Context: an optimization exercise on an open-source flow, tuned for small area. The choices shown serve that exercise and are no tape-out recipe. Only simulation tests tie the RTL to the original design; equivalence was not proved. Power is estimated from default activity; no workload was simulated.

==> flow/design.v (outline; a module is shown in full before it is edited, if it fits) <==
// module ALUControl: 97 lines
// module Alu: 59 lines
// module BTR: 8 lines
// module CLA_4_bit: 13 lines
// module CLA_16_bit: 8 lines
// module DataForwardingUnit: 13 lines
// module HazardDetectionUnit: 51 lines
// module I_Decode: 98 lines
// module I_Execute: 108 lines
// module I_Fetch: 122 lines
// module I_Memory: 69 lines
// module I_WriteBack: 23 lines
// module Rotate_Rshifter: 10 lines
// module RegIdentifier: 272 lines
// module fulladder4: 11 lines
// module fulladder16: 9 lines
// module SignExtend11_16: 5 lines
// module adder: 13 lines
// module cache_2way: 115 lines
// module control: 598 lines
// module decoder3_8: 15 lines
// module dff: 11 lines
// module dffe: 15 lines
// module Rotate_Lshifter: 10 lines
// module Shift_Lshifter: 10 lines
// module mem_system: 88 lines
// module mem_system_ctrl: 48 lines
// module mux2_1: 11 lines
// module mux4_1: 12 lines
// module mux8_1: 9 lines
// module nand2: 5 lines
// module nor2: 5 lines
// module not1: 5 lines
// module reg_16bit: 35 lines
// module rf: 28 lines
// module rf_bypass: 23 lines
// module Logical_Rshifter: 10 lines
// module shifter: 12 lines
// module statelogic: 104 lines
// module statereg: 11 lines
// module xor2: 5 lines
// module proc: 234 lines
module proc ( 
   err, 
   imem_addr, imem_wdata, imem_wr, imem_rd,
   dmem_addr, dmem_wdata, dmem_wr, dmem_rd,
   clk, rst, imem_rdata, dmem_rdata
   );
  // ...
==> flow/run.sh <==
#!/bin/bash
# synth_recipe.tcl (not shown) runs the flow's synth.tcl, then flattens the netlist and writes it again
# the make line also repeats each setting of config.mk as NAME=value (left out here)
make -C /OpenROAD-flow-scripts/flow DESIGN_CONFIG=/design/flow/config.mk WORK_HOME=/design/flow/orfs CLKGATE_MAP_FILE= SYNTH_SCRIPT=/design/flow/synth_recipe.tcl finish
==> flow/config.mk <==
export PLATFORM = sky130hd
export DESIGN_NAME = proc
export DESIGN_NICKNAME = proc
export VERILOG_FILES = /design/flow/design.v
export SDC_FILE = /design/flow/constraint.sdc
export NUM_CORES = 4
export LEC_CHECK = 0
export CAP_MARGIN = 20
export CELL_PAD_IN_SITES_DETAIL_PLACEMENT = 1
export CELL_PAD_IN_SITES_GLOBAL_PLACEMENT = 2
export CORE_MARGIN = 2
export CORE_UTILIZATION = 30
export PLACE_DENSITY = 0.5
export SLEW_MARGIN = 20
==> flow/constraint.sdc <==
create_clock -name core_clock -period 18.0 [get_ports {clk}]
set_input_delay 3.6000 -clock core_clock [delete_from_list [all_inputs] [get_ports {clk}]]
set_output_delay 3.6000 -clock core_clock [all_outputs]
set_load 0.01 [all_outputs]
==> results.sh, run 1 <==
export IMPL_avgSynthCellArea_um2=15.6
export IMPL_dr_pass1_iters=6
export IMPL_fp_dieArea_um2=686000
export IMPL_clk_pin_slew_ns=0.06
export IMPL_netlist_top_cells_count="4768 x edfxtp_1, 950 x nor2_1, 850 x a22oi_1, 784 x nand2_1, 772 x a22o_1"
export IMPL_grt_usage_pct=28.5
export IMPL_p_int_mw=24.0
export IMPL_sequential_cell_total=5280
export IMPL_status="complete, no violations"
export IMPL_clkCellAreaFrac_pct=7.95
export IMPL_rsz0062_at_grt="no"
export IMPL_multi_input_comb_cells=6742
export IMPL_io_pins=103
export IMPL_cpPeakStageDelay_ns=0.89
export IMPL_synth_seq_cells=5280
export IMPL_critPathSlowestCell="a2111oi_2"
export IMPL_ctsHtreeMaxLevel=6
export IMPL_nets=13810
export IMPL_p_clk_share_pct=35.3
export IMPL_diodes=17
export IMPL_regArea_um2=153000
export IMPL_synth_edf_count=4768
export IMPL_powerDensity_nw_per_um2=144
export IMPL_crit_path_end="imem_wdata[12]"
export IMPL_cts_post_setup_buffers_inserted=0
export IMPL_period_share_pct=96.2
export IMPL_switching_share_pct=30.8
export IMPL_cts_hold_buf=0
==> module I_Execute, before the edit <==
module I_Execute(
	NextPC_E,
	AluResult_EMq,
	AluInput2ForwardMuxOutq,
	MemWrite_EMq,
	MemRead_EMq,
	MemToReg_EMq,
	Halt_EMq,
	WriteReg_EMq,
	WriteRegEn_EMq,
	Rd_EMq,
	RdV_EMq,
	err,
	BranchEF,
	Rs_M,
	RsV_M,
	Rs_E,
	RsV_E,
	JumpReg_D,
	JumpImm_D,
	PCInc_D,
	ReadData1_D,
	ReadData2_D,
	Imm16_D,
	AluSrc_D,
	AluSrc2_D, 
	AluSrc3_D,
	AluControl_D,
	JumpR_D,
	Jump_D,
	Branch_D,
	MemWrite_D,
	MemRead_D,
	MemToReg_D,
	Halt_D,
	WriteRegIn,
	WriteRegEnIn,
	RdIn,
	RdVIn,
	AluResultM,
	AluResultWB,
	clk,
	rst,
	Inst_D,
	WriteData_W, 
	ALUResult_E, 
	Rt_E,
	WriteReg_MW,
	Rd_MW,
	Rs_MW,
	RsV_MW,
	DataMemStall,
	RtV_E,
	RdV_M,
	RdV_WB
);
input [15:0] Inst_D,PCInc_D,ReadData2_D, Imm16_D, ReadData1_D,AluResultWB,AluResultM, WriteData_W, ALUResult_E;
input [13:0] AluControl_D;
input [2:0] WriteRegIn, RdIn, Rs_E, Rt_E, Rd_MW, Rs_MW;
input JumpR_D,Jump_D,Branch_D,MemWrite_D,MemRead_D,MemToReg_D,Halt_D, WriteRegEnIn, RdVIn, clk, rst, AluSrc_D,AluSrc2_D, AluSrc3_D, RsV_E, WriteReg_MW, RsV_MW,DataMemStall,RtV_E,RdV_M,RdV_WB;
output[15:0] JumpReg_D,JumpImm_D,NextPC_E,AluResult_EMq,AluInput2ForwardMuxOutq;
output[2:0] WriteReg_EMq, Rd_EMq, Rs_M;
output MemWrite_EMq,MemRead_EMq,MemToReg_EMq, Halt_EMq, WriteRegEn_EMq, RdV_EMq, err, RsV_M;
output BranchEF;
wire Flag;
wire [1:0] ForwardA, ForwardB;
wire [15:0] PCBranch_D, AluResult_E, AluInput1ForwardMuxOut, AluInput2ForwardMuxOut;
wire [15:0] AluResult_E_temp, AluInput2ForwardMuxOut_temp;
wire MemWrite_E_temp, MemRead_E_temp, MemToReg_E_temp, Halt_E_temp, WriteRegEnIn_temp,RdVIn_temp,RsV_E_temp; 
wire [2:0] WriteRegIn_temp, RdIn_temp, Rs_E_temp;
assign MemWrite_E = MemWrite_D;
assign MemRead_E = MemRead_D;
assign MemToReg_E = MemToReg_D;
assign Halt_E = Halt_D;
assign WriteRegOut = WriteRegIn;
assign WriteRegEnOut = WriteRegEnIn;
assign RdOut = RdIn;
assign RdVOut = RdVIn;
assign err = 1'b0;
wire [15:0] Source1toSource3, AluInput1, AluInput2,sign_extended11_16;
mux2_1 ALUSource[15:0] (.InA(AluInput2ForwardMuxOut), .InB(Imm16_D), .S(AluSrc_D), .Out(Source1toSource3));
mux2_1 ALUSource2[15:0] (.InA(AluInput1ForwardMuxOut), .InB(PCInc_D), .S(AluSrc2_D), .Out(AluInput1));
mux2_1 ALUSource3[15:0] (.InA(Source1toSource3), .InB(16'd0), .S(AluSrc3_D), .Out(AluInput2));
SignExtend11_16 sign_extender11_16(.in(Inst_D[10:0]), .out(sign_extended11_16)); 
fulladder16 Adder1( .A(sign_extended11_16), .B(PCInc_D), .SUM(JumpImm_D));
fulladder16 Adder2( .A(Imm16_D), .B(AluInput1ForwardMuxOut), .SUM(JumpReg_D));
fulladder16 Adder3( .A(PCInc_D), .B(Imm16_D), .SUM(PCBranch_D));
Alu ALU (.A(AluInput1), .B(AluInput2), .AluControl(AluControl_D), .Flag(Flag), .Out(AluResult_E));
assign BranchEF = Branch_D && Flag;
wire [15:0] BranchMuxOut;
mux2_1 BranchMux [15:0] (.InA(PCInc_D),.InB(PCBranch_D), .S(BranchEF), .Out(BranchMuxOut));
wire [15:0] JumpMuxOut;
mux2_1 JumpRMux [15:0] (.InA(JumpImm_D), .InB(JumpReg_D), .S(JumpR_D), .Out(JumpMuxOut));
mux2_1 BranchOrJumpMux [15:0] (.InA(BranchMuxOut), .InB(JumpMuxOut), .S(Jump_D), .Out(NextPC_E));
DataForwardingUnit DFU (.RegWrite_EM(WriteRegEn_EMq), .Rd_EM(Rd_EMq), .Rs_DE(Rs_E), .Rt_DE(Rt_E), .RegWrite_MW(WriteReg_MW), .Rd_MW(Rd_MW), .forwardA(ForwardA), .forwardB(ForwardB), .Rs_EM(Rs_M), .RsV_EM(RsV_M), .Rs_MW(Rs_MW), .RsV_MW(RsV_MW), .ReadMem_EM(MemRead_E),.RsV_DE(RsV_E),.RdV_EM(RdV_M),.RtV_DE(RtV_E), .RdV_MW(RdV_WB));
mux4_1 ALUIn1ForwardMux [15:0] (.InA(ReadData1_D), .InB(WriteData_W), .InC(ALUResult_E), .InD(AluResultM), .S(ForwardA[1:0]), .Out(AluInput1ForwardMuxOut));
mux4_1 ALUIn2ForwardMux [15:0] (.InA(ReadData2_D), .InB(WriteData_W), .InC(ALUResult_E), .InD(16'd0), .S(ForwardB[1:0]), .Out(AluInput2ForwardMuxOut));
mux2_1 ExStallMux [47:0] (
	.InA({AluResult_E, AluInput2ForwardMuxOut, MemWrite_E, MemRead_E, MemToReg_E, Halt_E, WriteRegIn, WriteRegEnIn, RdIn, RdVIn, Rs_E, RsV_E}), 
	.InB({AluResult_EMq, AluInput2ForwardMuxOutq, MemWrite_EMq, MemRead_EMq, MemToReg_EMq, Halt_EMq, WriteReg_EMq, WriteRegEn_EMq, Rd_EMq, RdV_EMq,Rs_M,RsV_M}), 
	.S(DataMemStall), 
	.Out({AluResult_E_temp, AluInput2ForwardMuxOut_temp, MemWrite_E_temp, MemRead_E_temp, MemToReg_E_temp, Halt_E_temp, WriteRegIn_temp, WriteRegEnIn_temp, RdIn_temp, RdVIn_temp, Rs_E_temp, RsV_E_temp}));
dff Execute_Memory_dff[47:0] (
	.q({AluResult_EMq, AluInput2ForwardMuxOutq, MemWrite_EMq, MemRead_EMq, MemToReg_EMq, Halt_EMq, WriteReg_EMq, WriteRegEn_EMq, Rd_EMq, RdV_EMq,Rs_M,RsV_M}),
	.d({AluResult_E_temp, AluInput2ForwardMuxOut_temp, MemWrite_E_temp, MemRead_E_temp, MemToReg_E_temp, Halt_E_temp, WriteRegIn_temp, WriteRegEnIn_temp, RdIn_temp, RdVIn_temp, Rs_E_temp, RsV_E_temp}),
	.clk(clk),
	.rst(rst));
endmodule
==> module I_Fetch, before the edit <==
module I_Fetch(
	err,
	PCInc_FDq,
	Inst_FDq,
	Inst_F_Validq,
	NextPC_E,
	Stall_F,
	Branch,
	Jump,
	clk,
	rst,
	BranchNOPF,
	Stall_D,
	DataMemStall,
	imem_addr,
	imem_wdata,
	imem_wr,
	imem_rd,
	imem_rdata
	);
input [15:0] NextPC_E;
input Stall_F, Branch, Jump, clk, rst, BranchNOPF, Stall_D, DataMemStall;
output [15:0] PCInc_FDq, Inst_FDq;
output err, Inst_F_Validq;
output [15:0] imem_addr, imem_wdata;
output imem_wr, imem_rd;
input [15:0] imem_rdata;
wire [15:0] PC, PC_Dff, PC_MuxOut, PC_Temp, Inst_F,Inst_F_Temp,Inst_F_Temp2, PCInc_F, PCInc_FDd, Inst_FDd,Inst_FDd_temp,NextPC_E2,NextPC_E3,NextPC_E4,NextPC_E5,NextPC_E6,PC_Dff_temp;
wire Inst_F_Validd;
wire CacheHit,Done,InstMemStall,valid,cacheBranch,cacheBranch2,cacheBranch3,cacheBranch4,cacheBranch5,cacheBranch6,cacheBranch7, DataMemStall_q,specialSignal,specialSignal2,specialSignal3,specialSignal4,specialSignal5,specialSignal6;
assign Inst_F_Validd = 1'b1;
assign cacheBranch = (Branch & InstMemStall) | (Jump & InstMemStall);
fulladder16 Adder1( .A(PC), .B(16'd2), .SUM(PCInc_F));
mem_system #(.HAS_DIRTY(0)) InstrMemory (.DataOut(Inst_F), .Done(Done), .Stall(InstMemStall), .CacheHit(CacheHit), .err(err), .Addr(PC_Temp), .DataIn(16'b0), .Rd(1'b1), .Wr(1'b0), .createdump(1'b0), .clk(clk), .rst(rst),.valid(valid), .mem_addr(imem_addr), .mem_wdata(imem_wdata), .mem_wr(imem_wr), .mem_rd(imem_rd), .mem_rdata(imem_rdata));
dff PC_reg [15:0] (.q(PC[15:0]), .d(PC_Dff[15:0]), .clk(clk), .rst(rst));
mux2_1 PCMux1 [15:0] (.InA(PCInc_FDd), .InB(NextPC_E), .S((Branch | Jump)), .Out(PC_MuxOut));
mux2_1 PCMux2 [15:0] (.InA(PC_MuxOut), .InB(PC), .S((Stall_F & ~Branch) | (InstMemStall & ~Branch & ~Jump) | (~startDffOut) | (~CacheHit & ~valid & ~Jump & ~Branch) | cacheBranch6), .Out(PC_Dff_temp));
mux2_1 PCMux4 [15:0] (.InA(PC_Dff_temp), .InB(NextPC_E6), .S(specialSignal6), .Out(PC_Dff));
 mux2_1 PCMux3 [15:0] (.InA(PC), .InB(16'b0), .S(cacheBranch | cacheBranch2 | cacheBranch3 |
cacheBranch4 | cacheBranch5 | cacheBranch6), .Out(PC_Temp));
mux2_1 Inst_F_Stall_Mux [15:0] (.InA(16'b0000100000000000), .InB(Inst_F), .S(StartDff2Out), .Out(Inst_F_Temp));
mux2_1 Inst_F_Stall_Mux2 [15:0] (.InA(16'b0000100000000000), .InB(Inst_F_Temp), .S(valid), .Out(Inst_F_Temp2));
mux4_1 FD_StallMux[15:0] (.InA(Inst_F_Temp2), .InB(Inst_FDq), .InC(16'b0000100000000000), .InD(Inst_FDq), .S({BranchNOPF,(Stall_D | InstMemStall)}), .Out(Inst_FDd_temp));
mux2_1 FD_StallMux3[15:0] (.InA(Inst_FDd_temp), .InB(16'b0000100000000000), .S((Branch | (InstMemStall & ~Stall_D)) | cacheBranch6), .Out(Inst_FDd));
mux2_1 FD_StallMux2[15:0] (.InA(PCInc_F), .InB(PCInc_FDq), .S((Stall_D | InstMemStall) | (~CacheHit & ~valid)), .Out(PCInc_FDd));
dff DataMemStall_dff (
	.q(DataMemStall_q),
	.d(DataMemStall),
	.clk(clk),
	.rst(rst));
dff Fetch_Decode_dff[32:0] (
	.q({PCInc_FDq, Inst_FDq,Inst_F_Validq}),
	.d({PCInc_FDd, Inst_FDd,Inst_F_Validd}),
	.clk(clk),
	.rst(rst));
dff start_dff (
	.q(startDffOut),
	.d(1'b1),
	.clk(clk),
	.rst(rst));
dff start_dff2 (
	.q(StartDff2Out),
	.d(startDffOut),
	.clk(clk),
	.rst(rst));
dff branch_stall_dff0 (
	.q(cacheBranch2),
	.d(cacheBranch),
	.clk(clk),
	.rst(rst));
dff branch_stall_dff1 (
	.q(cacheBranch3),
	.d(cacheBranch2),
	.clk(clk),
	.rst(rst));
dff branch_stall_dff2 (
	.q(cacheBranch4),
	.d(cacheBranch3),
	.clk(clk),
	.rst(rst));
dff branch_stall_dff3 (
	.q(cacheBranch5),
	.d(cacheBranch4),
	.clk(clk),
	.rst(rst));
dff branch_stall_dff4 (
	.q(cacheBranch6),
	.d(cacheBranch5),
	.clk(clk),
	.rst(rst));
dff branch_stall_dff5 (
	.q(cacheBranch7),
	.d(cacheBranch6),
	.clk(clk),
	.rst(rst));
assign specialSignal = DataMemStall_q & Jump & cacheBranch6 & cacheBranch5 & cacheBranch4 & cacheBranch3 & cacheBranch2 & ~cacheBranch & Done & ~DataMemStall & ~CacheHit;
dff branch_stall2_dff1 [16:0] (
	.q({specialSignal2,NextPC_E2}),
	.d({specialSignal,NextPC_E}),
	.clk(clk),
	.rst(rst));
dff branch_stall2_dff2 [16:0] (
	.q({specialSignal3,NextPC_E3}),
	.d({specialSignal2,NextPC_E2}),
	.clk(clk),
	.rst(rst));
dff branch_stall2_dff3 [16:0] (
	.q({specialSignal4,NextPC_E4}),
	.d({specialSignal3,NextPC_E3}),
	.clk(clk),
	.rst(rst));
dff branch_stall2_dff4 [16:0] (
	.q({specialSignal5,NextPC_E5}),
	.d({specialSignal4,NextPC_E4}),
	.clk(clk),
	.rst(rst));
dff branch_stall2_dff5 [16:0] (
	.q({specialSignal6,NextPC_E6}),
	.d({specialSignal5,NextPC_E5}),
	.clk(clk),
	.rst(rst));
endmodule
==> module mem_system, before the edit <==
module mem_system( 
   DataOut, Done, Stall, CacheHit, err, 
   Addr, DataIn, Rd, Wr, createdump, clk, rst,valid,
   mem_addr, mem_wdata, mem_wr, mem_rd, mem_rdata
   );
   input [15:0] Addr;
   input [15:0] DataIn;
   input        Rd;
   input        Wr;
   input        createdump;
   input        clk;
   input        rst;
   output [15:0] DataOut;
   output Done;
   output Stall;
   output CacheHit;
   output err;
   output valid;
   output [15:0] mem_addr;
   output [15:0] mem_wdata;
   output        mem_wr;
   output        mem_rd;
   input  [15:0] mem_rdata;
   parameter mem_type = 0;
   parameter IW = 4;           
   parameter HAS_DIRTY = 1;    
   localparam TW = 13 - IW;    
   wire          cache_ctrl_over;
   wire   [1:0]  cache_offset;
   wire   [TW-1:0] cache_tag_out;
   wire          cache_err;
   wire          ctrl_err;
   wire          cache_wr;
   wire          hit;
   wire          valid;
   wire          dirty;
   wire          comp;
   wire   [1:0]  mem_offset;
   wire          mem_addr_sel;
   wire   [15:0] mem_data_out;
   wire          mem_rd;
   wire          mem_wr;
   assign mem_addr = mem_addr_sel ?
            {Addr[15:3], mem_offset, 1'b0}
          : {cache_tag_out, Addr[IW+2:3], mem_offset, 1'b0};
   assign mem_wdata    = DataOut;
   assign mem_data_out = mem_rdata;
   cache_2way #(0 + mem_type, IW, 13 - IW, HAS_DIRTY) c0(
      .enable(Wr | Rd),
      .clk(clk),
      .rst(rst),
      .createdump(createdump),
      .tag_in(Addr[15:IW+3]),
      .index(Addr[IW+2:3]),
      .offset(cache_ctrl_over ? {cache_offset, 1'b0} : Addr[2:0]),
      .data_in(cache_ctrl_over ? mem_data_out : DataIn),
      .comp(comp),
      .write(cache_ctrl_over ? cache_wr : Wr),
      .valid_in(1'b1),
      .tag_out(cache_tag_out),
      .data_out(DataOut),
      .hit(hit),
      .dirty(dirty),
      .valid(valid),
      .err(cache_err)
   );
   mem_system_ctrl ctrl0(
      .clk(clk),
      .rst(rst),
      .wr(Wr),
      .rd(Rd),
      .hit(hit & valid),
      .dirty(dirty),
      .cache_ctrl_over(cache_ctrl_over),
      .cache_offset(cache_offset),
      .comp(comp),
      .cache_wr(cache_wr),
      .mem_addr_sel(mem_addr_sel),
      .mem_offset(mem_offset),
      .stall(Stall),
      .mem_wr(mem_wr),
      .mem_rd(mem_rd),
      .done(Done),
      .cache_hit(CacheHit),
      .err(ctrl_err)
   );
   assign err = cache_err | ctrl_err;
endmodule  
==> module rf, before the edit <==
module rf (
           read1data, read2data, err,
           clk, rst, read1regsel, read2regsel, writeregsel, writedata, write
           );
   input clk, rst;
   input [2:0] read1regsel;
   input [2:0] read2regsel;
   input [2:0] writeregsel;
   input [15:0] writedata;
   input        write;
   output [15:0] read1data;
   output [15:0] read2data;
   output        err;
   assign err = 1'b0;
   wire [15:0] regOut0, regOut1,regOut2,regOut3,regOut4,regOut5,regOut6,regOut7;
   wire [7:0] en;
   reg_16bit R0 (.In(writedata), .clk(clk), .rst(rst), .en(en[0]), .out(regOut0));
   reg_16bit R1 (.In(writedata), .clk(clk), .rst(rst), .en(en[1]), .out(regOut1));
   reg_16bit R2 (.In(writedata), .clk(clk), .rst(rst), .en(en[2]), .out(regOut2));
   reg_16bit R3 (.In(writedata), .clk(clk), .rst(rst), .en(en[3]), .out(regOut3));
   reg_16bit R4 (.In(writedata), .clk(clk), .rst(rst), .en(en[4]), .out(regOut4));
   reg_16bit R5 (.In(writedata), .clk(clk), .rst(rst), .en(en[5]), .out(regOut5));
   reg_16bit R6 (.In(writedata), .clk(clk), .rst(rst), .en(en[6]), .out(regOut6));
   reg_16bit R7 (.In(writedata), .clk(clk), .rst(rst), .en(en[7]), .out(regOut7));
   decoder3_8 enDecoder(writeregsel,en, write);
   mux8_1 muxRead1Data (.InA(regOut0), .InB(regOut1), .InC(regOut2), .InD(regOut3), .InE(regOut4), .InF(regOut5), .InG(regOut6), .InH(regOut7), .S(read1regsel), .Out(read1data));    
   mux8_1 muxRead2Data (.InA(regOut0), .InB(regOut1), .InC(regOut2), .InD(regOut3), .InE(regOut4), .InF(regOut5), .InG(regOut6), .InH(regOut7), .S(read2regsel), .Out(read2data));
endmodule
==> module shifter, before the edit <==
module shifter (In, Cnt, Op, Out);
   input [15:0] In;
   input [3:0]  Cnt;
   input [1:0]  Op;
   output [15:0] Out;
   wire[15:0] out1, out2, out3, out4;
Rotate_Lshifter ROTATE_L (In[15:0], Cnt[3:0], out1[15:0]);
Shift_Lshifter SHIFT_L (In[15:0], Cnt[3:0], out2[15:0]);
Rotate_Rshifter ROR (In[15:0], Cnt[3:0], out3[15:0]);
Logical_Rshifter LOGICAL_R (In[15:0], Cnt[3:0], out4[15:0]);
mux4_1 MUX_FINAL[15:0] (out1[15:0], out2[15:0], out3[15:0], out4[15:0], Op[1:0], Out[15:0]);
endmodule
==> run 2, diff against run 1 <==
--- a/flow/design.v
+++ b/flow/design.v
@@ -431,13 +431,15 @@
 SignExtend11_16 sign_extender11_16(.in(Inst_D[10:0]), .out(sign_extended11_16)); 
 fulladder16 Adder1( .A(sign_extended11_16), .B(PCInc_D), .SUM(JumpImm_D));
 fulladder16 Adder2( .A(Imm16_D), .B(AluInput1ForwardMuxOut), .SUM(JumpReg_D));
-fulladder16 Adder3( .A(PCInc_D), .B(Imm16_D), .SUM(PCBranch_D));
+wire [15:0] PCRelOffset = Jump_D ? sign_extended11_16 : Imm16_D;
+wire [15:0] PCRel_D;
+fulladder16 Adder3( .A(PCInc_D), .B(PCRelOffset), .SUM(PCRel_D));
 Alu ALU (.A(AluInput1), .B(AluInput2), .AluControl(AluControl_D), .Flag(Flag), .Out(AluResult_E));
 assign BranchEF = Branch_D && Flag;
 wire [15:0] BranchMuxOut;
-mux2_1 BranchMux [15:0] (.InA(PCInc_D),.InB(PCBranch_D), .S(BranchEF), .Out(BranchMuxOut));
+mux2_1 BranchMux [15:0] (.InA(PCInc_D),.InB(PCRel_D), .S(BranchEF), .Out(BranchMuxOut));
 wire [15:0] JumpMuxOut;
-mux2_1 JumpRMux [15:0] (.InA(JumpImm_D), .InB(JumpReg_D), .S(JumpR_D), .Out(JumpMuxOut));
+mux2_1 JumpRMux [15:0] (.InA(PCRel_D), .InB(JumpReg_D), .S(JumpR_D), .Out(JumpMuxOut));
 mux2_1 BranchOrJumpMux [15:0] (.InA(BranchMuxOut), .InB(JumpMuxOut), .S(Jump_D), .Out(NextPC_E));
 DataForwardingUnit DFU (.RegWrite_EM(WriteRegEn_EMq), .Rd_EM(Rd_EMq), .Rs_DE(Rs_E), .Rt_DE(Rt_E), .RegWrite_MW(WriteReg_MW), .Rd_MW(Rd_MW), .forwardA(ForwardA), .forwardB(ForwardB), .Rs_EM(Rs_M), .RsV_EM(RsV_M), .Rs_MW(Rs_MW), .RsV_MW(RsV_MW), .ReadMem_EM(MemRead_E),.RsV_DE(RsV_E),.RdV_EM(RdV_M),.RtV_DE(RtV_E), .RdV_MW(RdV_WB));
 mux4_1 ALUIn1ForwardMux [15:0] (.InA(ReadData1_D), .InB(WriteData_W), .InC(ALUResult_E), .InD(AluResultM), .S(ForwardA[1:0]), .Out(AluInput1ForwardMuxOut));
@@ -486,7 +488,8 @@
 assign Inst_F_Validd = 1'b1;
 assign cacheBranch = (Branch & InstMemStall) | (Jump & InstMemStall);
 fulladder16 Adder1( .A(PC), .B(16'd2), .SUM(PCInc_F));
-mem_system #(.HAS_DIRTY(0)) InstrMemory (.DataOut(Inst_F), .Done(Done), .Stall(InstMemStall), .CacheHit(CacheHit), .err(err), .Addr(PC_Temp), .DataIn(16'b0), .Rd(1'b1), .Wr(1'b0), .createdump(1'b0), .clk(clk), .rst(rst),.valid(valid), .mem_addr(imem_addr), .mem_wdata(imem_wdata), .mem_wr(imem_wr), .mem_rd(imem_rd), .mem_rdata(imem_rdata));
+assign imem_wdata = 16'h0000;
+mem_system #(.HAS_DIRTY(0)) InstrMemory (.DataOut(Inst_F), .Done(Done), .Stall(InstMemStall), .CacheHit(CacheHit), .err(err), .Addr(PC_Temp), .DataIn(16'b0), .Rd(1'b1), .Wr(1'b0), .createdump(1'b0), .clk(clk), .rst(rst),.valid(valid), .mem_addr(imem_addr), .mem_wdata(), .mem_wr(imem_wr), .mem_rd(imem_rd), .mem_rdata(imem_rdata));
 dff PC_reg [15:0] (.q(PC[15:0]), .d(PC_Dff[15:0]), .clk(clk), .rst(rst));
 mux2_1 PCMux1 [15:0] (.InA(PCInc_FDd), .InB(NextPC_E), .S((Branch | Jump)), .Out(PC_MuxOut));
 mux2_1 PCMux2 [15:0] (.InA(PC_MuxOut), .InB(PC), .S((Stall_F & ~Branch) | (InstMemStall & ~Branch & ~Jump) | (~startDffOut) | (~CacheHit & ~valid & ~Jump & ~Branch) | cacheBranch6), .Out(PC_Dff_temp));
@@ -549,31 +552,15 @@
 	.clk(clk),
 	.rst(rst));
 assign specialSignal = DataMemStall_q & Jump & cacheBranch6 & cacheBranch5 & cacheBranch4 & cacheBranch3 & cacheBranch2 & ~cacheBranch & Done & ~DataMemStall & ~CacheHit;
-dff branch_stall2_dff1 [16:0] (
-	.q({specialSignal2,NextPC_E2}),
-	.d({specialSignal,NextPC_E}),
-	.clk(clk),
-	.rst(rst));
-dff branch_stall2_dff2 [16:0] (
-	.q({specialSignal3,NextPC_E3}),
-	.d({specialSignal2,NextPC_E2}),
-	.clk(clk),
-	.rst(rst));
-dff branch_stall2_dff3 [16:0] (
-	.q({specialSignal4,NextPC_E4}),
-	.d({specialSignal3,NextPC_E3}),
-	.clk(clk),
-	.rst(rst));
-dff branch_stall2_dff4 [16:0] (
-	.q({specialSignal5,NextPC_E5}),
-	.d({specialSignal4,NextPC_E4}),
-	.clk(clk),
-	.rst(rst));
-dff branch_stall2_dff5 [16:0] (
-	.q({specialSignal6,NextPC_E6}),
-	.d({specialSignal5,NextPC_E5}),
-	.clk(clk),
-	.rst(rst));
+dff branch_stall2_dff1 (.q(specialSignal2), .d(specialSignal),  .clk(clk), .rst(rst));
+dff branch_stall2_dff2 (.q(specialSignal3), .d(specialSignal2), .clk(clk), .rst(rst));
+dff branch_stall2_dff3 (.q(specialSignal4), .d(specialSignal3), .clk(clk), .rst(rst));
+dff branch_stall2_dff4 (.q(specialSignal5), .d(specialSignal4), .clk(clk), .rst(rst));
+dff branch_stall2_dff5 (.q(specialSignal6), .d(specialSignal5), .clk(clk), .rst(rst));
+reg [15:0] NextPC_hold;
+always @(posedge clk)
+	if (specialSignal) NextPC_hold <= NextPC_E;
+assign NextPC_E6 = NextPC_hold;
 endmodule
 module I_Memory(
 	MemReadData_M,
@@ -667,16 +654,6 @@
 assign Halt_Out = Halt_W;
 mux2_1 WBMux [15:0] (.InA(AluResult_M), .InB(MemReadData_M), .S(MemToReg_M), .Out(WriteData_W));
 endmodule
-module Rotate_Rshifter (In, Cnt, Out);
-   input [15:0] In;
-   input [3:0]  Cnt;
-   output [15:0] Out;
-   wire [15:0] First_Out, Second_Out, Third_Out;
-mux2_1 MUX1[15:0] (In[15:0], {In[0], In[15:1]}, Cnt[0], First_Out[15:0]);
-mux2_1 MUX2[15:0] (First_Out[15:0], {First_Out[1:0], First_Out[15:2]}, Cnt[1], Second_Out[15:0]);
-mux2_1 MUX3[15:0] (Second_Out[15:0], {Second_Out[3:0], Second_Out[15:4]}, Cnt[2], Third_Out[15:0]);
-mux2_1 MUX4[15:0] (Third_Out[15:0], {Third_Out[7:0], Third_Out[15:8]}, Cnt[3], Out[15:0]);
-endmodule
 module RegIdentifier(Inst, Rs, Rt, Rd, RsV, RtV, RdV);
 input [15:0] Inst;
 output reg [2:0] Rs, Rt, Rd;
@@ -1741,26 +1718,6 @@
         .rst(rst)
     );
 endmodule
-module Rotate_Lshifter (In, Cnt, Out);
-   input [15:0] In;
-   input [3:0]  Cnt;
-   output [15:0] Out;
-   wire [15:0] First_Out, Second_Out, Third_Out;
-mux2_1 MUX1[15:0] (In[15:0], {In[14:0], In[15]}, Cnt[0], First_Out[15:0]);
-mux2_1 MUX2[15:0] (First_Out[15:0], {First_Out[13:0], First_Out[15:14]}, Cnt[1], Second_Out[15:0]);
-mux2_1 MUX3[15:0] (Second_Out[15:0], {Second_Out[11:0], Second_Out[15:12]}, Cnt[2], Third_Out[15:0]);
-mux2_1 MUX4[15:0] (Third_Out[15:0], {Third_Out[7:0], Third_Out[15:8]}, Cnt[3], Out[15:0]);
-endmodule
-module Shift_Lshifter (In, Cnt, Out);
-   input [15:0] In;
-   input [3:0]  Cnt;
-   output [15:0] Out;
-   wire [15:0] First_Out, Second_Out, Third_Out;
-mux2_1 MUX1[15:0] (In[15:0], {In[14:0], 1'd0}, Cnt[0], First_Out[15:0]);
-mux2_1 MUX2[15:0] (First_Out[15:0], {First_Out[13:0], {2{1'b0}}}, Cnt[1], Second_Out[15:0]);
-mux2_1 MUX3[15:0] (Second_Out[15:0], {Second_Out[11:0], {4{1'b0}}}, Cnt[2], Third_Out[15:0]);
-mux2_1 MUX4[15:0] (Third_Out[15:0], {Third_Out[7:0], {8{1'b0}}}, Cnt[3], Out[15:0]);
-endmodule
 module mem_system( 
    DataOut, Done, Stall, CacheHit, err, 
    Addr, DataIn, Rd, Wr, createdump, clk, rst,valid,
@@ -1803,7 +1760,7 @@
    wire   [15:0] mem_data_out;
    wire          mem_rd;
    wire          mem_wr;
-   assign mem_addr = mem_addr_sel ?
+   assign mem_addr = (mem_addr_sel || HAS_DIRTY == 0) ?
             {Addr[15:3], mem_offset, 1'b0}
           : {cache_tag_out, Addr[IW+2:3], mem_offset, 1'b0};
    assign mem_wdata    = DataOut;
@@ -1995,14 +1952,14 @@
    assign err = 1'b0;
    wire [15:0] regOut0, regOut1,regOut2,regOut3,regOut4,regOut5,regOut6,regOut7;
    wire [7:0] en;
-   reg_16bit R0 (.In(writedata), .clk(clk), .rst(rst), .en(en[0]), .out(regOut0));
-   reg_16bit R1 (.In(writedata), .clk(clk), .rst(rst), .en(en[1]), .out(regOut1));
-   reg_16bit R2 (.In(writedata), .clk(clk), .rst(rst), .en(en[2]), .out(regOut2));
-   reg_16bit R3 (.In(writedata), .clk(clk), .rst(rst), .en(en[3]), .out(regOut3));
-   reg_16bit R4 (.In(writedata), .clk(clk), .rst(rst), .en(en[4]), .out(regOut4));
-   reg_16bit R5 (.In(writedata), .clk(clk), .rst(rst), .en(en[5]), .out(regOut5));
-   reg_16bit R6 (.In(writedata), .clk(clk), .rst(rst), .en(en[6]), .out(regOut6));
-   reg_16bit R7 (.In(writedata), .clk(clk), .rst(rst), .en(en[7]), .out(regOut7));
+   reg [15:0] r [0:7];
+   wire [15:0] wd_r = rst ? 16'h0000 : writedata;
+   integer i;
+   always @(posedge clk)
+      for (i = 0; i < 8; i = i + 1)
+         if (rst | en[i]) r[i] <= wd_r;
+   assign regOut0 = r[0]; assign regOut1 = r[1]; assign regOut2 = r[2]; assign regOut3 = r[3];
+   assign regOut4 = r[4]; assign regOut5 = r[5]; assign regOut6 = r[6]; assign regOut7 = r[7];
    decoder3_8 enDecoder(writeregsel,en, write);
    mux8_1 muxRead1Data (.InA(regOut0), .InB(regOut1), .InC(regOut2), .InD(regOut3), .InE(regOut4), .InF(regOut5), .InG(regOut6), .InH(regOut7), .S(read1regsel), .Out(read1data));    
    mux8_1 muxRead2Data (.InA(regOut0), .InB(regOut1), .InC(regOut2), .InD(regOut3), .InE(regOut4), .InF(regOut5), .InG(regOut6), .InH(regOut7), .S(read2regsel), .Out(read2data));
@@ -2030,27 +1987,18 @@
    mux2_1 MUX1 [15:0](.InA(r1[15:0]), .InB(writedata[15:0]), .S(sel1), .Out(read1data[15:0]));
    mux2_1 MUX2 [15:0](.InA(r2[15:0]), .InB(writedata[15:0]), .S(sel2), .Out(read2data[15:0]));
 endmodule
-module Logical_Rshifter (In, Cnt, Out);
-   input [15:0] In;
-   input [3:0]  Cnt;
-   output [15:0] Out;
-   wire [15:0] First_Out, Second_Out, Third_Out;
-mux2_1 MUX1[15:0] (In[15:0], {1'd0, In[15:1]}, Cnt[0], First_Out[15:0]);
-mux2_1 MUX2[15:0] (First_Out[15:0], {{2{1'd0}}, First_Out[15:2]}, Cnt[1], Second_Out[15:0]);
-mux2_1 MUX3[15:0] (Second_Out[15:0], {{4{1'd0}}, Second_Out[15:4]}, Cnt[2], Third_Out[15:0]);
-mux2_1 MUX4[15:0] (Third_Out[15:0], {{8{1'd0}}, Third_Out[15:8]}, Cnt[3], Out[15:0]);
-endmodule
 module shifter (In, Cnt, Op, Out);
    input [15:0] In;
    input [3:0]  Cnt;
    input [1:0]  Op;
    output [15:0] Out;
-   wire[15:0] out1, out2, out3, out4;
-Rotate_Lshifter ROTATE_L (In[15:0], Cnt[3:0], out1[15:0]);
-Shift_Lshifter SHIFT_L (In[15:0], Cnt[3:0], out2[15:0]);
-Rotate_Rshifter ROR (In[15:0], Cnt[3:0], out3[15:0]);
-Logical_Rshifter LOGICAL_R (In[15:0], Cnt[3:0], out4[15:0]);
-mux4_1 MUX_FINAL[15:0] (out1[15:0], out2[15:0], out3[15:0], out4[15:0], Op[1:0], Out[15:0]);
+   wire [3:0]  r = Op[1] ? Cnt : (4'd0 - Cnt);
+   wire [31:0] dbl = {In, In} >> r;
+   wire [15:0] rot = dbl[15:0];
+   wire [15:0] keep_l = 16'hffff << Cnt;    
+   wire [15:0] keep_r = 16'hffff >> Cnt;    
+   assign Out = (Op == 2'b01) ? (rot & keep_l) :
+                (Op == 2'b11) ? (rot & keep_r) : rot;
 endmodule
 module statelogic(wr,rd,hit,dirty,state,
                   next_state,cache_ctrl_over,cache_offset,comp,done,cache_hit,
==> flow/flow/run.sh (new file) <==
#!/bin/bash
# The standard layout with three changes to how it is made:
#  - synthesis maps logic with an ABC script that trades delay for area
#    (&nf -R 1000); registers are mapped before ABC, so they are the
#    standard synthesis's;
#  - clock tree synthesis inserts no dummy loads;
#  - after global routing, cells off the critical paths are downsized
#    (RECOVER_POWER), then repair_design runs as usual.
set -euo pipefail
W=$(pwd)
rm -rf "$W/orfs_scripts"
cp -r "$FLOW_HOME/scripts" "$W/orfs_scripts"
cp "$W/flow/abc_area_relaxed.script" "$W/orfs_scripts/abc_speed.script"
export SCRIPTS_DIR="$W/orfs_scripts"
export CTS_ARGS="-sink_clustering_enable -repair_clock_nets -sink_clustering_size 25 -sink_clustering_max_diameter 80 -buf_list sky130_fd_sc_hd__clkbuf_16 -dont_use_dummy_load"
export RECOVER_POWER=100
bash "$W/standard.sh" synth > "$W/synth.log" 2>&1
bash "$W/standard.sh" > "$W/layout.log" 2>&1
==> flow/flow/abc_area_relaxed.script (new file) <==
&get -n
&st
&syn2
&dch
&nf -R 1000 -p
&put
buffer -c
topo
stime -c
upsize -c
dnsize -c
==> flow/standard.sh (new file) <==
#!/bin/bash
# synth_recipe.tcl (not shown) runs the flow's synth.tcl, then flattens the netlist and writes it again
# the make line also repeats each setting of config.mk as NAME=value (left out here)
make -C /OpenROAD-flow-scripts/flow DESIGN_CONFIG=/design/flow/config.mk WORK_HOME=/design/flow/orfs CLKGATE_MAP_FILE= SYNTH_SCRIPT=/design/flow/synth_recipe.tcl "${@:-finish}"
==> flow/config.mk (replaced) <==
export PLATFORM = sky130hd
export DESIGN_NAME = proc
export DESIGN_NICKNAME = proc
export VERILOG_FILES = /design/flow/design.v
export SDC_FILE = /design/flow/constraint.sdc
export NUM_CORES = 4
export LEC_CHECK = 0
export CAP_MARGIN = 10
export CELL_PAD_IN_SITES_DETAIL_PLACEMENT = 0
export CELL_PAD_IN_SITES_GLOBAL_PLACEMENT = 0
export CORE_MARGIN = 2
export CORE_UTILIZATION = 60
export CTS_BUF_LIST = sky130_fd_sc_hd__clkbuf_16
export CTS_CLUSTER_DIAMETER = 80
export CTS_CLUSTER_SIZE = 25
export PLACE_DENSITY = 0.72
export SLEW_MARGIN = 10
removed: flow/run.sh
==> results.sh, run 2 <==
export IMPL_hold_class="reg2reg"
export IMPL_netlist_top_cells_count="4912 x edfxtp_1, 974 x nand2_1, 847 x a222oi_1, 814 x nor2_1, 633 x a22oi_1"
export IMPL_maxSlewHeadroom_pct=-332
export IMPL_cts_post_setup_buffers_inserted=0
export IMPL_cap_violations=141
export IMPL_grt_usage_pct=35.4
export IMPL_start_util_pct=60.2
export IMPL_wl_per_cell_um=36.6
export IMPL_status="failed layout checks"
export IMPL_so_faults="capacitance limit, slew limit"
export IMPL_io_pins=103
export IMPL_crit_fanout=38
export IMPL_grt_max_degree=108
export IMPL_synth_top_area_share_pct=75.1
export IMPL_drc=0
export IMPL_start_kind="flip-flop"
export IMPL_nets=12057
export IMPL_synthFlopType="edfxtp_1"
export IMPL_critPathTopFamily="simple AND/OR/NAND/NOR gates"
export IMPL_drv_slew=6571
export IMPL_grt_pass1_wl_mm=838
export IMPL_grt_pass1_vias=111236
export IMPL_rsz0062_at_grt="no"
export IMPL_top_power_group="registers"
export IMPL_p_clk_share_pct=21.6
export IMPL_powerSeq_mw=16.6
export IMPL_insertion_delay_ns=1.01
export IMPL_avgSynthCellArea_um2=16.5
export IMPL_crit_top_cell="ha_1"
export IMPL_whs_path_depth=1
export IMPL_tritoncts="yes"
export IMPL_cp_depth=52
export IMPL_dr_pass1_iters=10
export IMPL_die_y_um=576
export IMPL_critPathRequiredTime_ns=18.77
export IMPL_dpl_cell_area_um2=204000
export IMPL_p_int_mw=19.3
export IMPL_cts_resized_gates=0
export IMPL_pwr_group_clock_mw=5.87
export IMPL_setup_tns_ns=0
export IMPL_syn_area_um2=196000
export IMPL_crit_type="reg2reg"
export IMPL_powerDensity_nw_per_um2=130
export IMPL_holdCritStartpoint="IF.branch_stall2_dff1.state"
export IMPL_synth_edf_count=4912
export IMPL_switching_share_pct=29.0
export IMPL_fin_crit_ns=16.49
export IMPL_viasPerCell=7.32
export IMPL_drt_total_wl_mm=596
export IMPL_fp_dieArea_um2=332000
export IMPL_yosysSeqAreaShare_pct=78.2
export IMPL_hold_end="IF.branch_stall2_dff2.state"
export IMPL_finalHoldViolations=0
export IMPL_vias=119249
export IMPL_synthArstFlopShare_pct=0
export IMPL_synth_top_cell_by_area="edfxtp_1"
export IMPL_setup_viol=0
export IMPL_critPathSlowestCell="nand2b_1"
export IMPL_critPathArrivalTime_ns=17.25
export IMPL_core_um2=327000
export IMPL_r2r_slack_ns=1.51
export IMPL_worst_path_buf_inv=6
export IMPL_powerComb_mw=4.75
export IMPL_drtIter0Drc=23109
export IMPL_rows=210
export IMPL_cpPeakStageDelay_ns=1.09
export IMPL_gr_total_overflow=0
export IMPL_fmax_mhz=60.7
export IMPL_drive_gt1_share_pct=5.71
export IMPL_synth_cell_types=92
export IMPL_chipWidth_um=576
export IMPL_cts_buffer_depth=4
export IMPL_finalClockSkew_ns=0.156
export IMPL_yosysMostFrequentCell="edfxtp_1"
export IMPL_seq_power_share_pct=61.0
export IMPL_layout_common_cells="4912 x edfxtp_1, 975 x nand2_1, 847 x a222oi_1"
export IMPL_period_share_pct=91.6
export IMPL_dp_hpwl_mm=376
export IMPL_postSynthCellCount=11893
export IMPL_yosysWarnings=41
export IMPL_yosys_top_cells_area="edfxtp_1 75%, a222oi_1 4.3%, dfxtp_1 3.1%"
export IMPL_end_kind="flip-flop"
export IMPL_cts_buffers=240
export IMPL_cts_root_buffer="clkbuf_16"
export IMPL_synthToLayoutAreaGrowth_pct=6.22
export IMPL_stdcell_area_um2=209000
export IMPL_final_common_cell="edfxtp_1"
export IMPL_p_leak_nw=69.3
export IMPL_clk_pin_slew_ns=0.10
export IMPL_clkSinkCount=5216
export IMPL_rr_worst_depth=52
export IMPL_io_buffers=84
export IMPL_cts_hold_buf=0
export IMPL_rr_endpoint="IF.Fetch_Decode_dff[13].state"
export IMPL_place_congestion=1.02
export IMPL_antenna_found_initial=43
export IMPL_crit_path_end="IF.Fetch_Decode_dff[13].state"
export IMPL_worst_pin_slew_ns=6.48
export IMPL_power_switching_mw=7.88
export IMPL_ctsHtreeMaxLevel=4
export IMPL_comb_power_share_pct=17.4
export IMPL_ant_nets=0
export IMPL_vdd_ir_drop_max_uv=109
export IMPL_synth_seq_cells=5216
run 2: metrics by stage:
stage               std cells  total power [mW]  setup slack, ns  hold slack (ns)  util (%)
floorplan               11910              19.0             6.54            0.414         -
finish                  16298              27.2             1.51            0.451      63.9
global placement        16023              21.2             3.25            0.419      62.5
detailed placement      16024              21.4             3.20            0.427      62.5
global route            16270              27.9             1.03            0.461      63.9
CTS                     16264              27.0             2.94            0.451      64.3
run 2: logic make-up (layout without fill, tap and decap cells):
kind of cell / Yosys count / after routing / synth area share, %
fa+ha+maj: 100 / 100 / 0.759
xor+xnor: 90 / 90 / 0.401
buf+inv: 890 / 901 / 1.87
other cells: 1 / 49 / 0.00191
simple gates: 2681 / 2681 / 6.26
flops: 5216 / 5216 / 78.2
compound gates: 2769 / 2769 / 11.4
mux: 146 / 146 / 1.15
run 2: metal layers:
metal | global-route usage, % | wire length (um) | up-vias
met1 | 49.6 | 211000 | 60026
met4 | 14.5 | 30000 | 46
li1 | - | - | 48502
met5 | 0.158 | 378 | -
met3 | 9.97 | 88600 | 1329
met2 | 52.7 | 266000 | 9346
run 2: area by class of cell:
type,instances,area [um2]
Sequential cell,5216,154000
Fill cell,22676,118000
Multi-Input combinational cell,5804,39900
Clock buffer,240,6010
Tap cell,4346,5440
Timing Repair Buffer,566,3390
Inverter,95,364
Antenna cell,31,77.6
run 2: how the worst max path moves through the flow:
stage                                    end  cells after the start
3_3_place_gp   IF.Fetch_Decode_dff[12].state                     57
4_1_cts                        imem_addr[14]                     41
3_5_place_dp   IF.Fetch_Decode_dff[12].state                     57
2_1_floorplan                  imem_addr[10]                     44
run 2: power groups by stage:
stage	combinational [mW]	sequential [mW]	clock [mW]
2_1_floorplan	2.32	16.7	0
3_3_place_gp	4.62	16.6	0
3_5_place_dp	4.73	16.7	0
4_1_cts	4.73	16.4	5.86

what the ideal ports hide:
No port has a modelled driver above. Below, the same layouts with a new extraction and two added sets of constraints.
Step 1 sets driving cells, clkbuf_16 on the clock port and buf_2 on the other inputs (assumed; they add their load-dependent delay and slew).
Step 2, shift: input delay + t, output delay - t, t = (earliest + latest rising clock arrival at the registers) / 2. This alone moves slack from input paths to output paths.
Three values: no drivers, after step 1, after step 2; two values: the first two.
run	shift t [ns]	slack for setup (ns)	latest minus earliest clock arrival (ns)	worst data-port slew with drivers (ns)	cell pins on the clock port's net
run 1	1.203	0.685 / 0.555 / 1.757	0.093 / 0.093	0.09	1
run 2	1.030	1.514 / 1.514 / 1.404	0.156 / 0.157	0.04	1
For run 2, which loses most, drivers alone change the setup slack by 0.000 ns; drivers and shift together by -0.110 ns.
